From an optimization exercise on the open Yosys and OpenROAD flow, aimed at small area, a short achievable clock period and few clock cycles per item; shortcuts taken in it are not production practice.
Function was checked by simulation only, so behaviour that the tests miss may differ from the original.
Power figures rest on the tool's default switching activity, not on a simulated workload.

==> flow/design.v, too long to show whole: its modules and the start of the top module <==
// module mat_mul: 2314 lines
module mat_mul #
    (
        parameter integer DIM_LOG = 2,
        parameter integer DIM = 2**DIM_LOG,
        parameter integer SIZE = DIM*DIM,
        parameter integer SIZE_LOG = 2*DIM_LOG,
        parameter integer DATA_WIDTH = 32
    )
    (
        input wire  s00_axi_aclk,
        input wire  s00_axi_aresetn,
        output wire  s00_axis_tready,
        input wire [DATA_WIDTH-1 : 0] s00_axis_tdata,
        input wire  s00_axis_tlast,
        input wire  s00_axis_tvalid,
        output wire  m00_axis_tvalid,
        output wire [DATA_WIDTH-1 : 0] m00_axis_tdata,
        output wire [(DATA_WIDTH/8)-1 : 0] m00_axis_tstrb,
        output wire  m00_axis_tlast,
        input wire  m00_axis_tready,
        input wire sel,
        input wire start
    );
  // ...
==> flow/flow/run.sh <==
#!/bin/bash
# Standard layout (the standard.sh, unchanged synthesis) with timing repair
# aimed below the 10 ns clock: repair_timing works until the setup slack
# reaches SETUP_SLACK_MARGIN, so the layout gets faster than the clock asks.
set -euo pipefail
export SETUP_SLACK_MARGIN=6.3
bash standard.sh > standard_make.log 2>&1
==> flow/standard.sh <==
#!/bin/bash
# synth_recipe.tcl (not shown) runs the flow's synth.tcl, then flattens the netlist and writes it again
# the make line also repeats each setting of config.mk as NAME=value (left out here)
make -C /OpenROAD-flow-scripts/flow DESIGN_CONFIG=/design/flow/config.mk WORK_HOME=/design/flow/orfs CLKGATE_MAP_FILE= SYNTH_SCRIPT=/design/flow/synth_recipe.tcl "${@:-finish}"
==> flow/config.mk <==
export PLATFORM = sky130hd
export DESIGN_NAME = mat_mul
export DESIGN_NICKNAME = mat_mul
export VERILOG_FILES = /design/flow/design.v
export SDC_FILE = /design/flow/constraint.sdc
export NUM_CORES = 4
export LEC_CHECK = 0
export CAP_MARGIN = 20
export CORE_MARGIN = 2
export CORE_UTILIZATION = 50
export CTS_BUF_LIST = sky130_fd_sc_hd__clkbuf_16
export CTS_CLUSTER_DIAMETER = 70
export CTS_CLUSTER_SIZE = 22
export PLACE_DENSITY = 0.65
export SLEW_MARGIN = 20
==> flow/constraint.sdc <==
create_clock -name core_clock -period 10.0 [get_ports {s00_axi_aclk}]
set_input_delay 2.0000 -clock core_clock [delete_from_list [all_inputs] [get_ports {s00_axi_aclk}]]
set_output_delay 2.0000 -clock core_clock [all_outputs]
set_load 0.01 [all_outputs]
==> impl_metrics.json, run 1 <==
{
  "die_h_um": 484,
  "clock_path_buffers": 3,
  "bufAreaShareNonClock_pct": 2.69,
  "grtUsageMet2_pct": 40.1,
  "grtUsageTotal_pct": 25.3,
  "grt-busiest-layer": "met2",
  "seq_share_pct": 54.0,
  "hold-path-endpoint": "l2$_DFFE_PN_",
  "synth_ff_type": "edfxtp_1",
  "met1_usage_pct": 35.7,
  "cp_max_fo": 4,
  "multi_input_area_sq_mm": 0.0442,
  "nets": 8527,
  "seqPwrFrac_pct": 37.0,
  "max_slew_margin_pct": 32.5,
  "instances_no_fill": 10900,
  "met2_length_um": 143000,
  "finalSetupViolCount": 0,
  "status": "timing/DRC/antenna clean",
  "whs_ns": 0.426,
  "gp_congestion": 0.910,
  "hold_viol": 0,
  "utilization_pct": 54.8,
  "rsz0062_at_grt": "true",
  "grt_pass1_vias": 64100,
  "clock_buffers": 145,
  "cp.buffers_inverters": 2,
  "reg2reg_from": "xs1[22]$_DFFE_PN_",
  "synthArstFlopShare_pct": 0,
  "clk_pin_slew_ns": 0.09,
  "whs_path_depth": 0,
  "p_sw_uw": 16900,
  "portBuffers": 73,
  "wl_met1_um": 126000,
  "worstMarginPinSlew_ns": 1.01,
  "max_stage_delay_ns": 0.55
}
Testbench counts, summed over its fixed seeds: cycles 6,512, jobs 192.
==> run 2: changes to the inputs <==
--- a/flow/flow/run.sh
+++ b/flow/flow/run.sh
@@ -4,4 +4,4 @@
 # reaches SETUP_SLACK_MARGIN, so the layout gets faster than the clock asks.
 set -euo pipefail
-export SETUP_SLACK_MARGIN=6.3
+export SETUP_SLACK_MARGIN=6.5
 bash standard.sh > standard_make.log 2>&1
==> run 2 against run 1 <==
Still clean; setup slack improved by 0.068 ns; die area unchanged; global-route usage increased by 1.0 points; first-iteration DRC count shrank 3.4%; critical path depth down 7; register-to-register slack gained 0.17 ns; clock skew rose by 0.017 ns; combinational power grew 7%; critical endpoint is now m00_axis_tdata[31]; largest cell class unchanged.
==> impl_metrics.json, run 2 <==
{
  "status": "timing/DRC/antenna clean",
  "start_util_pct": 50.2,
  "netlist_area_sq_mm": 0.115,
  "vias": 65900,
  "cap_violations": 0,
  "whs_ns": 0.424,
  "fmax_mhz": 277,
  "cts_root_buffer": "clkbuf_16",
  "p_sw_share_pct": 40.4,
  "crit_slowest_cell": "edfxtp_1",
  "grtUsageTotal_pct": 26.3,
  "maxSlewViolCount": 0,
  "endpoint_kind": "output pin",
  "die_h_um": 484,
  "power_uw": 44000,
  "yosysTopAreaCell": "edfxtp_1",
  "die_area_sq_mm": 0.234,
  "instances_no_fill": 11000,
  "finalCritPeriodShare_pct": 36.1,
  "core_area_sq_mm": 0.230,
  "rsz0062_at_grt": "true",
  "worstMarginPinSlew_ns": 1.14,
  "finalSetupViolCount": 0,
  "routed_wl_um": 315000,
  "peakVddDrop_mv": 0.370,
  "avgRoutedWirePerCell_um": 28.7,
  "max_stage_delay_ns": 0.56,
  "cp_max_fo": 1,
  "reg_top3": "mem_A: 512 flops, mem_B: 512 flops",
  "cp.buffers_inverters": 1,
  "grt_pass1_wl_um": 449000,
  "leakagePower_uw": 0.0513,
  "antenna_found_initial": 10,
  "synth_edf_count": 2221,
  "crit_chain": "buf_2",
  "utilization_pct": 55.9,
  "yosysSeqAreaShare_pct": 58.9,
  "drc_errors": 0,
  "p_clk_share_pct": 14.6,
  "first_pass_iters": 5,
  "synth_top_area_share_pct": 57.9,
  "drt-initial-drc-count": 6947,
  "critPathTopFamily": "flip-flops",
  "rows": 176,
  "ys_warn_count": 1,
  "netlist_instances": 7702,
  "fin_setup_tns_ns": 0,
  "clk_latency_ns": 0.84,
  "netlist_top_cells_count": "edfxtp_1 (2,221), mux2i_1 (908), fa_1 (516)",
  "clock_path_buffers": 3,
  "p_sw_uw": 17800,
  "required_ns": 8.00,
  "post-dp-hpwl_um": 191000,
  "min_period_ns": 3.61,
  "clkSinkCount": 2280,
  "p_comb_share_pct": 49.8,
  "grt_max_degree": 150,
  "hp-start": "l1$_DFFE_PN_",
  "final_cell_mix": "edfxtp_1 (2,221), mux2i_1 (908), fa_1 (503)",
  "nets": 8644,
  "arrival_ns": 1.61,
  "grt_overflow": 0,
  "grt_pass1_vias": 65100,
  "reg2reg_from": "xs0[20]$_DFFE_PN_",
  "final_common_cell": "edfxtp_1",
  "syn_to_final_growth_pct": 11.3,
  "seqPwrFrac_pct": 35.6,
  "hold_class": "reg -> reg",
  "top_level_ports": 78,
  "max_slew_margin_pct": 24.0,
  "synthArstFlopShare_pct": 0,
  "syn_area_per_cell_sq_um": 15.0,
  "hold_buffers": 0,
  "hold_viol": 0,
  "gp_congestion": 0.872,
  "clk_pin_slew_ns": 0.08,
  "synth_cell_types": 106,
  "ant_nets": 0,
  "path_class": "reg -> out",
  "cts_buffers": 146,
  "place_inst": 10500,
  "synth.most_common_cell": "edfxtp_1",
  "drive_gt1_share_pct": 16.1,
  "internal-power_uw": 26200,
  "synth_seq_cells": 2280,
  "hold-path-endpoint": "l2$_DFFE_PN_",
  "critPathLaunchType": "register",
  "cts_tree": "done",
  "finClkSkew_ns": 0.0612,
  "reg2reg_depth": 7,
  "avgViaCountPerCell": 5.99,
  "synth_ff_type": "edfxtp_1",
  "die_w_um": 484,
  "portBuffers": 73,
  "crit_cells": 1,
  "timing.rr.end": "s2_0_3[22]$_DFFE_PN_",
  "whs_path_depth": 0,
  "r2r_setup_slack_ns": 6.49,
  "htreeDepth": 4,
  "synthTopCellsByArea": "edfxtp_1 (58%), fa_1 (9.0%), mux2i_1 (7.9%)",
  "p_per_area_mw_per_mm2": 343
}
## run 2: cell count changes in the layout (fill, tap and decap cells not counted), moves of 12 or more
cell | previous run | this run
buf_12 | 10 | 41
buf_6 | 34 | 56
buf_4 | 233 | 262
clkbuf_16 | 149 | 166
inv_1 | 495 | 483
clkdlybuf4s15_1 | 1 | 19
dlygate4sd2_1 | 34 | 0
a211oi_4 | 2 | 15
a211oi_1 | 153 | 138
## run 2: worst max path at each step
stage                        start                    to  slack, ns
2_1_floorplan    xs1[14]$_DFFE_PN_  s2_1_3[30]$_DFFE_PN_       6.51
3_3_place_gp     t1_i[1]$_DFFE_PN_  a3[22]$_SDFFCE_PN0P_       5.22
3_5_place_dp     t1_i[0]$_DFFE_PN_  a2[12]$_SDFFCE_PN0P_       5.20
4_1_cts        r_out[31]$_DFFE_PN_    m00_axis_tdata[31]       6.32
5_1_grt        r_out[31]$_DFFE_PN_    m00_axis_tdata[31]       6.35
6_report       r_out[31]$_DFFE_PN_    m00_axis_tdata[31]       6.39
## run 2: repair_timing
item | in CTS | in global routing
pin swaps | 40 | 78
buffers inserted | 135 | 69
endpoints found under the hold margin | 0 | 0
gates cloned | 22 | 15
endpoints found under the setup margin | 1279 | 983
gates resized for setup | 291 | 141
## run 2: final cells by class
type,count,area (sq um)
well taps,3026,3790
fillers,17900,101000
inverters,468,1780
diodes,2,5.00
multi-input cells,4490,44700
repair inverters,2,10.0
clock buffers,151,3780
flip-flops and latches,2280,67900
clock inverters,102,1130
repair buffers,479,5220
## run 2: cells by family (layout without fill, tap and decap cells)
logic type / Yosys count / in the layout / share of synthesized area [%]
fa+ha+maj: 738 / 738 / 11.4
compound gates: 850 / 851 / 5.10
buf+inv: 942 / 1202 / 3.25
flops: 2280 / 2280 / 58.9
other cells: 1 / 6 / 0.00325
xor+xnor: 249 / 249 / 1.95
simple gates: 1339 / 1345 / 5.81
mux: 1303 / 1303 / 13.6
## run 2: metal layers
layer / part of all wire (%) / up-vias / global-route usage, %
met5: 0 / - / 0
met4: 5.6 / 0 / 12.7
met3: 7.4 / 623 / 3.79
met2: 46 / 2860 / 41.3
met1: 41 / 33900 / 36.3
li1: - / 28600 / -
## run 2: stage by stage
step	setup slack, ns	area, sq um
2_1_floorplan	6.51	115000
3_3_place_gp	5.22	119000
3_5_place_dp	5.20	119000
4_1_cts	6.32	127000
5_1_grt	6.35	128000
6_report	6.39	128000
## run 2: power groups by stage
stage | combinational, uW | clock [uW] | sequential [uW]
after floorplan | 12600 | 0 | 15600
after global placement | 19900 | 0 | 16100
after detailed placement | 20600 | 0 | 16100
after CTS | 21500 | 6550 | 15700
after global routing | 24000 | 6870 | 15800
final | 21900 | 6440 | 15700
==> run 3: changes to the inputs <==
--- a/flow/flow/run.sh
+++ b/flow/flow/run.sh
@@ -4,4 +4,4 @@
 # reaches SETUP_SLACK_MARGIN, so the layout gets faster than the clock asks.
 set -euo pipefail
-export SETUP_SLACK_MARGIN=6.5
+export SETUP_SLACK_MARGIN=6.6
 bash standard.sh > standard_make.log 2>&1
==> run 3 against run 2 <==
Final cell count increased by 0.44%; global-route usage increased by 0.098 points; clock skew decreased by 0.018 ns; count of clock-buffer cells in the layout unchanged; die area unchanged; power decreased by 0.23%; via count increased by 0.25%; largest cell class unchanged; wire length increased by 0.92%.
==> impl_metrics.json, run 3 <==
{
  "grt_max_degree": 93,
  "fmax_mhz": 286,
  "synth_cell_types": 106,
  "min_period_ns": 3.50,
  "cp_max_fo": 4,
  "core_area_sq_mm": 0.230,
  "peakVddDrop_mv": 0.333,
  "cts_buffers": 148,
  "hold_class": "reg -> reg",
  "crit_slowest_cell": "fa_1",
  "utilization_pct": 56.4,
  "grt_pass1_wl_um": 452000,
  "die_area_sq_mm": 0.234,
  "rsz0062_at_grt": "true",
  "synthArstFlopShare_pct": 0,
  "synth_edf_count": 2221,
  "clock_path_buffers": 3,
  "worstMarginPinSlew_ns": 1.07,
  "power_uw": 43900,
  "vias": 66100,
  "cap_violations": 0,
  "p_comb_share_pct": 49.7,
  "place_inst": 10500,
  "p_sw_share_pct": 39.8,
  "rows": 176,
  "critPathLaunchType": "register",
  "hold_viol": 0,
  "start_util_pct": 50.2,
  "avgRoutedWirePerCell_um": 28.8,
  "finalSetupViolCount": 0,
  "netlist_area_sq_mm": 0.115,
  "endpoint_kind": "register",
  "clk_latency_ns": 0.85,
  "grt_pass1_vias": 64800,
  "antenna_found_initial": 6,
  "syn_to_final_growth_pct": 12.3,
  "p_per_area_mw_per_mm2": 340,
  "p_clk_share_pct": 14.4,
  "ant_nets": 0,
  "leakagePower_uw": 0.0517,
  "required_ns": 10.55,
  "synth_ff_type": "edfxtp_1",
  "die_h_um": 484,
  "netlist_instances": 7702,
  "netlist_top_cells_count": "edfxtp_1 (2,221), mux2i_1 (908), fa_1 (516)",
  "fin_setup_tns_ns": 0,
  "cpMostUsedCell": "fa_1",
  "top_level_ports": 78,
  "routed_wl_um": 318000,
  "nets": 8698,
  "instances_no_fill": 11000,
  "synth_top_area_share_pct": 57.9,
  "max_slew_margin_pct": 28.4,
  "yosysSeqAreaShare_pct": 58.9,
  "portBuffers": 73,
  "first_pass_iters": 5,
  "synth.most_common_cell": "edfxtp_1",
  "final_common_cell": "edfxtp_1",
  "reg_top3": "mem_A: 512 flops, mem_B: 512 flops",
  "gp_congestion": 0.926,
  "crit_chain": "buf_12 > mux2_2 > a211oi_2 > fa_1 > fa_1 > fa_1 > inv_1 > fa_2",
  "finalCritPeriodShare_pct": 35.0,
  "clkSinkCount": 2280,
  "synth_seq_cells": 2280,
  "syn_area_per_cell_sq_um": 15.0,
  "cts_tree": "done",
  "hold_buffers": 0,
  "cts_root_buffer": "clkbuf_16",
  "grtUsageTotal_pct": 26.4,
  "post-dp-hpwl_um": 195000,
  "yosysTopAreaCell": "edfxtp_1",
  "seqPwrFrac_pct": 35.9,
  "whs_ns": 0.402,
  "clk_pin_slew_ns": 0.09,
  "path_class": "reg -> reg",
  "status": "timing/DRC/antenna clean",
  "grt_overflow": 0,
  "die_w_um": 484,
  "max_stage_delay_ns": 0.56,
  "finClkSkew_ns": 0.0435,
  "ys_warn_count": 1,
  "arrival_ns": 4.05,
  "avgViaCountPerCell": 5.98,
  "drc_errors": 0,
  "drive_gt1_share_pct": 17.8,
  "maxSlewViolCount": 0,
  "internal-power_uw": 26400,
  "htreeDepth": 4,
  "final_cell_mix": "edfxtp_1 (2,221), mux2i_1 (908), fa_1 (485)",
  "synthTopCellsByArea": "edfxtp_1 (58%), fa_1 (9.0%), mux2i_1 (7.9%)",
  "drt-initial-drc-count": 7402,
  "p_sw_uw": 17500
}
-- run 3: cell count changes in the layout (fill, tap and decap cells not counted), moves of 10 or more --
cell             before  now
buf_2                 8   28
fa_1                503  485
clkdlybuf4s15_1      19    0
buf_16                6   17
a211oi_1            138  119
buf_4               262  285
ha_1                214  204
buf_6                56   73
a211oi_2             32   49
fa_2                 13   31
-- run 3: through the flow --
step | area [sq um] | setup WS (ns)
2_1_floorplan | 115000 | 6.43
3_3_place_gp | 119000 | 4.88
3_5_place_dp | 120000 | 4.78
4_1_cts | 128000 | 6.49
5_1_grt | 129000 | 6.44
6_report | 129000 | 6.50
-- run 3: path summary, 6_finish.rpt --
check	from	slack (ns)	cells past startpoint	endpoint
setup reg to reg	es1[1]$_DFFE_PN_	6.50	8	s2_1_3[30]$_DFFE_PN_
setup / recovery	es1[1]$_DFFE_PN_	6.50	8	s2_1_3[30]$_DFFE_PN_
hold / removal	t2_i[1]$_DFFE_PN_	0.40	0	t3_i[1]$_DFFE_PN_
hold reg to reg	t2_i[1]$_DFFE_PN_	0.40	0	t3_i[1]$_DFFE_PN_
-- run 3: power by group through the flow --
stage                     clock network (uW)  logic [uW]  registers, uW
after global routing                    6760       24000          15900
after CTS                               6440       21300          15800
after floorplan                            0       12600          15600
final                                   6330       21800          15800
after global placement                     0       19500          16100
after detailed placement                   0       20100          16200
-- run 3: per-layer routing --
metal | wire length, um | global-route usage [%] | vias to the layer above
li1 | - | - | 28700
met1 | 130000 | 36.9 | 34100
met2 | 150000 | 41.9 | 2772
met3 | 23000 | 3.80 | 552
met4 | 15400 | 10.7 | 2
met5 | 11 | 0 | -
-- run 3: critical path: cells and delay by family (launching register included) --
kind            cells  cell delay (ns)
mux                 1             0.26
flops               1             0.45
compound gates      1             0.24
buf+inv             2             0.23
fa+ha+maj           4             2.01
-- run 3: kinds of logic (layout without fill, tap and decap cells) --
group,after synthesis,after routing,share of synthesized area [%]
fa+ha+maj,738,738,11.4
flops,2280,2280,58.9
simple gates,1339,1341,5.81
compound gates,850,851,5.10
xor+xnor,249,249,1.95
other cells,1,7,0.00325
mux,1303,1303,13.6
buf+inv,942,1253,3.25
-- run 3: repair_timing --
| action | 4_1_cts | 5_1_grt |
|---|---|---|
| gates resized for setup | 459 | 184 |
| cloned | 31 | 22 |
| setup buffers | 179 | 50 |
| pin swaps | 73 | 91 |
| endpoints found under the setup margin | 1380 | 1003 |
-- run 3: cell type report --
| type | count | area, sq um |
|---|---|---|
| clock buffers | 151 | 3780 |
| repair inverters | 2 | 10.0 |
| fillers | 17700 | 100000 |
| clock inverters | 97 | 988 |
| multi-input cells | 4486 | 45100 |
| well taps | 3026 | 3790 |
| flip-flops and latches | 2280 | 67900 |
| repair buffers | 535 | 6100 |
| diodes | 3 | 7.51 |
| inverters | 468 | 1780 |
==> run 4: changes to the inputs <==
--- a/flow/flow/run.sh
+++ b/flow/flow/run.sh
@@ -4,4 +4,4 @@
 # reaches SETUP_SLACK_MARGIN, so the layout gets faster than the clock asks.
 set -euo pipefail
-export SETUP_SLACK_MARGIN=6.6
+export SETUP_SLACK_MARGIN=6.5
 bash standard.sh > standard_make.log 2>&1
--- a/flow/config.mk
+++ b/flow/config.mk
@@ -8,8 +8,8 @@
 export CAP_MARGIN = 20
 export CORE_MARGIN = 2
-export CORE_UTILIZATION = 50
+export CORE_UTILIZATION = 55
 export CTS_BUF_LIST = sky130_fd_sc_hd__clkbuf_16
 export CTS_CLUSTER_DIAMETER = 70
 export CTS_CLUSTER_SIZE = 22
-export PLACE_DENSITY = 0.65
+export PLACE_DENSITY = 0.7
 export SLEW_MARGIN = 20
==> run 4 against run 3 <==
Wire length shrank 1.3%; flip-flop and latch count did not move; non-clock buffer count down 59; maximum frequency fell by 3.3%; area after synthesis unchanged; first-iteration DRC count increased by 6.5%; global-route usage increased by 2.7 points; sequential share of layout area rose by 0.69 points; critical path depth decreased by 7; final cell count decreased by 2.6%; power up 0.66%; largest power group unchanged.
==> impl_metrics.json, run 4 <==
{
  "status": "timing/DRC/antenna clean",
  "synth_top_family_by_area": "multiplexers",
  "cp.buffers_inverters": 1,
  "finalSetupViolCount": 0,
  "endpoint_kind": "output pin",
  "antenna_found_initial": 8,
  "placed_cell_area_sq_mm": 0.119,
  "synth_seq_cells": 2280,
  "rsz0062_at_grt": "true",
  "path_class": "reg -> out",
  "routed_wl_um": 314000,
  "yosysSeqAreaShare_pct": 58.9,
  "avgViaCountPerCell": 6.18,
  "cts_tree": "done",
  "core_area_sq_mm": 0.209,
  "hold_buffers": 0,
  "crit_chain": "buf_2",
  "die_h_um": 462,
  "min_period_ns": 3.62,
  "peakVddDrop_mv": 0.430,
  "start_util_pct": 55.2,
  "finClkSkew_ns": 0.0439,
  "ys_warn_count": 1,
  "htreeDepth": 4,
  "fmax_mhz": 276,
  "finalCritPeriodShare_pct": 36.2,
  "synth_xor_area_share_pct": 1.95,
  "required_ns": 8.00,
  "netlist_instances": 7702,
  "drt-initial-drc-count": 7883,
  "gp_congestion": 0.922,
  "first_pass_iters": 6,
  "drc_errors": 0,
  "synth_ff_type": "edfxtp_1",
  "synth_top_area_share_pct": 57.9,
  "clock_path_buffers": 3,
  "multi_input_area_sq_mm": 0.0447,
  "grt_max_degree": 171,
  "synth_cell_types": 106,
  "die_w_um": 462,
  "avgRoutedWirePerCell_um": 29.2,
  "netlist_top_cells_count": "edfxtp_1 (2,221), mux2i_1 (908), fa_1 (516)",
  "hold_viol": 0,
  "synth_fa_ha_area_share_pct": 11.4,
  "netlist_area_sq_mm": 0.115,
  "yosysTopAreaCell": "edfxtp_1",
  "drive_gt1_share_pct": 16.1,
  "die_area_sq_mm": 0.213,
  "ant_nets": 0,
  "post-route-cell-area_sq_mm": 0.128,
  "syn_area_per_cell_sq_um": 15.0,
  "final.fill_count": 15300,
  "final_common_cell": "edfxtp_1",
  "critPathLaunchType": "register",
  "worstMarginPinSlew_ns": 1.05,
  "syn_to_final_growth_pct": 10.9,
  "synthSimpleGateAreaFrac_pct": 5.81,
  "crit_slowest_cell": "edfxtp_1",
  "p_per_area_mw_per_mm2": 346,
  "synth.most_common_cell": "edfxtp_1",
  "critPathTopFamily": "flip-flops",
  "maxSlewViolCount": 0,
  "clk_latency_ns": 0.86,
  "grt_pass1_wl_um": 448000,
  "cp_max_fo": 1,
  "synth_compound_area_share_pct": 5.10,
  "grt_overflow": 0,
  "fin_setup_tns_ns": 0,
  "clkSinkCount": 2280,
  "reg2reg_depth": 8,
  "nets": 8633,
  "portBuffers": 73,
  "grt_pass1_vias": 65600,
  "cts_buffers": 143,
  "arrival_ns": 1.62,
  "synth_edf_count": 2221,
  "whs_path_depth": 0,
  "reg_top3": "mem_A: 512 flops, mem_B: 512 flops",
  "crit_cells": 1,
  "clk_pin_slew_ns": 0.09,
  "post-dp-hpwl_um": 191000,
  "synthArstFlopShare_pct": 0,
  "leakagePower_uw": 0.0512,
  "cts_root_buffer": "clkbuf_16",
  "muxShareOfSynthArea_pct": 13.6,
  "rows": 168,
  "vias": 66500,
  "grtUsageTotal_pct": 29.1,
  "seq_area_sq_mm": 0.0679,
  "max_stage_delay_ns": 0.56,
  "max_slew_margin_pct": 29.4,
  "final_cell_mix": "edfxtp_1 (2,221), mux2i_1 (908), fa_1 (505)",
  "synthTopCellsByArea": "edfxtp_1 (58%), fa_1 (9.0%), mux2i_1 (7.9%)",
  "top_level_ports": 78,
  "hold_class": "reg -> reg",
  "cap_violations": 0
}
## run 4: changes by cell type in the layout (fill, tap and decap cells not counted), sizes merged, moves of 6 or more
| cell | delta |
|---|---|
| bufinv | +9 |
| bufbuf | -8 |
| inv | -7 |
| diode | +6 |
| buf | -68 |
| clkinvlp | -9 |
| clkdlybuf4s15 | +10 |
## run 4: timing repair
| item | CTS | global route |
|---|---|---|
| resized for setup | 304 | 143 |
| pin swaps | 34 | 69 |
| buffers inserted | 151 | 56 |
| endpoints found under the setup margin | 1143 | 1016 |
| cloned | 19 | 13 |
## run 4: kinds of logic after synthesis
kind of cell               Yosys count
and+or+nand+nor                   1339
adders and majority gates          738
muxes                             1303
AOI/OAI and AO/OA                  850
other                                1
xor gates and xnor gates           249
DFF                               2280
buffers and inverters              942
## run 4: final timing paths
check / startpoint / end / slack [ns]
hold reg to reg: l1$_DFFE_PN_ / l2$_DFFE_PN_ / 0.42
setup reg to reg: xs0[20]$_DFFE_PN_ / s2_0_3[28]$_DFFE_PN_ / 6.39
setup / recovery: r_out[28]$_DFFE_PN_ / m00_axis_tdata[28] / 6.38
hold / removal: l1$_DFFE_PN_ / l2$_DFFE_PN_ / 0.42
## run 4: layer usage
metal	global-route usage (%)	vias up	routed length, um
li1	-	28600	-
met1	41.0	34200	126000
met2	45.2	3108	145000
met3	4.32	680	26000
met4	13.6	6	17300
met5	0	-	41
## run 4: area by class of cell
type / instances / area share [%]
Clock inverter: 92 / 0.922
Timing Repair Buffer: 476 / 3.99
Sequential cell: 2280 / 53.1
Multi-Input combinational cell: 4486 / 35.0
Tap cell: 2805 / 2.75
Antenna cell: 9 / 0.0176
Clock buffer: 145 / 2.84
Inverter: 468 / 1.39
Timing Repair inverter: 1 / 0.00392
## run 4: where the power goes
group	leakage (uW)	switching (uW)	total [uW]	internal, uW
combinational	0.0263	13400	22000	8650
sequential	0.0225	1110	15800	14700
clock	0.00242	3380	6410	3040
## run 4: metrics by stage
step / instances / setup WS, ns / hold WS (ns) / total power [uW] / util, %
4_1_cts: 10700 / 6.32 / 0.415 / 43600 / 60.5
5_1_grt: 10800 / 6.35 / 0.438 / 46600 / 61.1
2_1_floorplan: 7705 / 6.51 / 0.400 / 28200 / -
6_report: 10800 / 6.38 / 0.423 / 44200 / 61.1
3_3_place_gp: 10300 / 4.51 / 0.403 / 35800 / 57.0
3_5_place_dp: 10300 / 4.42 / 0.405 / 36600 / 57.0

## afterwards: timing with drivers on the ports
How much do the figures lean on ideal ports? The routed layouts below were timed once more, with nothing changed but the port constraints.
Step 1 sets driving cells, clkbuf_16 on the clock port and buf_2 on the other inputs (assumed; they add their load-dependent delay and slew).
Step 2 moves the port delays by t, midway between the first and last clock arrival at a register: inputs arrive t later, outputs are due t later. That takes back most of the time a late clock gives input paths.
a / b / c = no drivers / after step 1 / after step 2; a / b = the first two.
| run | shift t [ns] | slack for setup (ns) | hold slack, ns | worst register clock-pin slew, ns |
|---|---|---|---|---|
| run 1 | 0.938 | 6.324 / 6.282 / 6.001 | 0.426 / 0.426 / 0.426 | 0.10 / 0.10 |
| run 2 | 0.905 | 6.392 / 6.301 / 6.003 | 0.424 / 0.424 / 0.424 | 0.09 / 0.09 |
| run 3 | 0.921 | 6.501 / 6.496 / 6.087 | 0.402 / 0.402 / 0.402 | 0.09 / 0.09 |
| run 4 | 0.935 | 6.382 / 6.286 / 5.890 | 0.423 / 0.423 / 0.423 | 0.09 / 0.09 |
After both steps every run listed still meets setup and hold. For run 4, which loses most, drivers alone change the setup slack by -0.096 ns; drivers and shift together by -0.492 ns.
